This is an optimization exercise on Yosys and OpenROAD, whose aim is small area, not a production implementation.
In this exercise RTL edits were held to simulation tests only and were not proved equivalent to the original.

fjord:
## dct2d_core
module dct2d_core(clk, reset, din, dout);
input clk, reset;
input  [64-1:0]   din;
output [12*8-1:0] dout;
reg [7:0] oh;
reg [1:0] blk;
always @(posedge clk) begin
    if (!reset) begin
        oh <= 8'd1;
        blk <= 2'd0;
    end else begin
        oh <= {oh[6:0], oh[7]};
        if (oh[7] && blk != 2'd3) blk <= blk + 2'd1;
    end
end
wire valid = blk[1] & (blk[0] | ~(oh[0] | oh[1] | oh[2]));
reg [63:0] d1, d2, d3, d4;
always @(posedge clk) begin
    d1 <= din; d2 <= d1; d3 <= d2; d4 <= d3;
end
wire [64:0] rowc;
dct_row u_row (.din(d4), .dout(rowc));
wire [87:0] colin;
wire [70:0] colc;
xpose_in  u_xin  (.clk(clk), .oh(oh), .rowc(rowc), .colin(colin));
dct_col   u_col  (.din(colin), .dout(colc));
xpose_out u_xout (.clk(clk), .oh(oh), .valid(valid), .colc(colc), .dout(dout));
endmodule
==> flow/config.mk <==
export PLATFORM = sky130hd
export DESIGN_NAME = dct2d_core
export DESIGN_NICKNAME = dct2d_core
export VERILOG_FILES = /design/flow/design.v
export SDC_FILE = /design/flow/constraint.sdc
export NUM_CORES = 4
export LEC_CHECK = 0
export CAP_MARGIN = 20
export CORE_MARGIN = 2
export CORE_UTILIZATION = 50
export CTS_BUF_LIST = sky130_fd_sc_hd__clkbuf_4
export CTS_CLUSTER_DIAMETER = 40
export CTS_CLUSTER_SIZE = 10
export GPL_ROUTABILITY_DRIVEN = 1
export PLACE_DENSITY = 0.6
export SLEW_MARGIN = 20
export SYNTH_HIERARCHICAL = 1
==> flow/constraint.sdc <==
create_clock -name core_clock -period 14.0 [get_ports {clk}]
set_input_delay 2.8000 -clock core_clock [delete_from_list [all_inputs] [get_ports {clk}]]
set_output_delay 2.8000 -clock core_clock [all_outputs]
set_load 0.01 [all_outputs]
standard.sh (not shown) runs the stock make flow with config.mk's settings and CLKGATE_MAP_FILE= SYNTH_SCRIPT=/design/flow/synth_recipe.tcl, a recipe that flattens the netlist after the stock synthesis.
==> flow/flow/run.sh <==
#!/bin/bash
set -euo pipefail
export BUFFER_PORTS_ARGS="-buffer_cell sky130_fd_sc_hd__buf_1"
bash standard.sh > standard_flow.log 2>&1
Inputs modified between fjord and raven:
==> flow/flow/run.sh <==
#!/bin/bash
set -euo pipefail
export BUFFER_PORTS_ARGS="-buffer_cell sky130_fd_sc_hd__buf_1"
export CTS_ARGS="-sink_clustering_enable -repair_clock_nets -dont_use_dummy_load -buf_list sky130_fd_sc_hd__clkbuf_4 -sink_clustering_size 12 -sink_clustering_max_diameter 40"
bash standard.sh > standard_flow.log 2>&1
--- outcome ---
In raven the clock buffer count from CTS turned out 23 lower than in fjord.
Worst hold slack: raven and fjord compared, higher one is fjord
Higher ratio of routed vias to standard cells was reported by raven, not fjord.
Compared with fjord, placement density in the core of raven is lower.
| combined global-route utilization of all metal layers | raven vs fjord | ≈ equal |
Proportion of synthesized chip area in sequential cells came out exactly the same in raven and fjord.
raven completed every stage of the flow, and the final layout passed the timing, DRC and antenna checks.
The following lists how harbor was set up differently from raven:
- CTS_CLUSTER_DIAMETER changed from 40 to 60
- CTS_BUF_LIST changed from sky130_fd_sc_hd__clkbuf_4 to sky130_fd_sc_hd__clkbuf_16
- CTS_CLUSTER_SIZE changed from 10 to 28
==> flow/flow/run.sh <==
#!/bin/bash
set -euo pipefail
export BUFFER_PORTS_ARGS="-buffer_cell sky130_fd_sc_hd__buf_1"
bash standard.sh > standard_flow.log 2>&1
==> comparison <==
harbor against raven: largest clock skew in the final design decreased 150 ps; cell area higher. harbor did not stop at any stage, and its layout met the timing, DRC and antenna checks. harbor against raven: relative area change from synthesis to final layout shows an increase of 3.1 points, global-route usage shows a reduction of 0.19 points, final cell count shows a reduction of 25. Final wirelength (harbor vs. raven) decreases slightly. In harbor, via count is lower than in raven. Hold slack, raven and harbor, higher one = harbor. The maximum level of the CTS H-tree number comes out lower for harbor vs raven.
Here is what was changed in the inputs of amber compared with harbor.
- CTS_CLUSTER_SIZE now 10, was 28
- CTS_CLUSTER_DIAMETER now 40, was 60
- PLACE_DENSITY now 0.66, was 0.6
- CTS_BUF_LIST now sky130_fd_sc_hd__clkbuf_4, was sky130_fd_sc_hd__clkbuf_16
- CORE_UTILIZATION now 56, was 50
==> flow/flow/run.sh <==
#!/bin/bash
set -euo pipefail
export BUFFER_PORTS_ARGS="-buffer_cell sky130_fd_sc_hd__buf_1"
export CTS_ARGS="-sink_clustering_enable -repair_clock_nets -dont_use_dummy_load -buf_list sky130_fd_sc_hd__clkbuf_4 -sink_clustering_size 12 -sink_clustering_max_diameter 40"
bash standard.sh > standard_flow.log 2>&1
### Flow results
Going from harbor to amber, number of clock buffers in the layout grows by 94%. Delta(number of antenna cells inserted, amber - harbor) > 0. On maximum clock frequency, harbor and amber are basically level. Cmp harbor and amber / detailed-routing wirelength on met1 / higher: harbor. Delta (amber minus harbor): met3 demand-to-capacity share in global routing now sits higher; post-route standard cell area excluding fillers now sits lower; worst clock skew on the final layout now sits higher; post-route fraction of the period consumed by the critical path now sits at about the same level.

-- separate check: timing with driven ports --
The flow's constraints put no driver on any port. The routed layouts listed below were extracted and timed again, unchanged, in two steps.
Step 1, drivers: a clkbuf_16 drives clk and a buf_2 each remaining input, both assumed.
Step 2 adds t to the input delays and takes it off the output delays; t is the mean of the earliest and latest rising clock arrival at the registers after step 1. Input paths then give back, and output paths get back, about the clock's delay inside the block.
Three values: ideal, step 1, step 2; two values: the first two.
run	t (ns)	setup WS [ns]	worst setup path at the end
fjord	1.147	0.960 / 0.960 / 0.960	register to register
raven	1.080	0.995 / 0.995 / 0.995	register to register
harbor	0.744	0.919 / 0.919 / 0.919	register to register
amber	1.086	0.926 / 0.926 / 0.926	register to register
After both steps setup and hold are still met in every run listed.
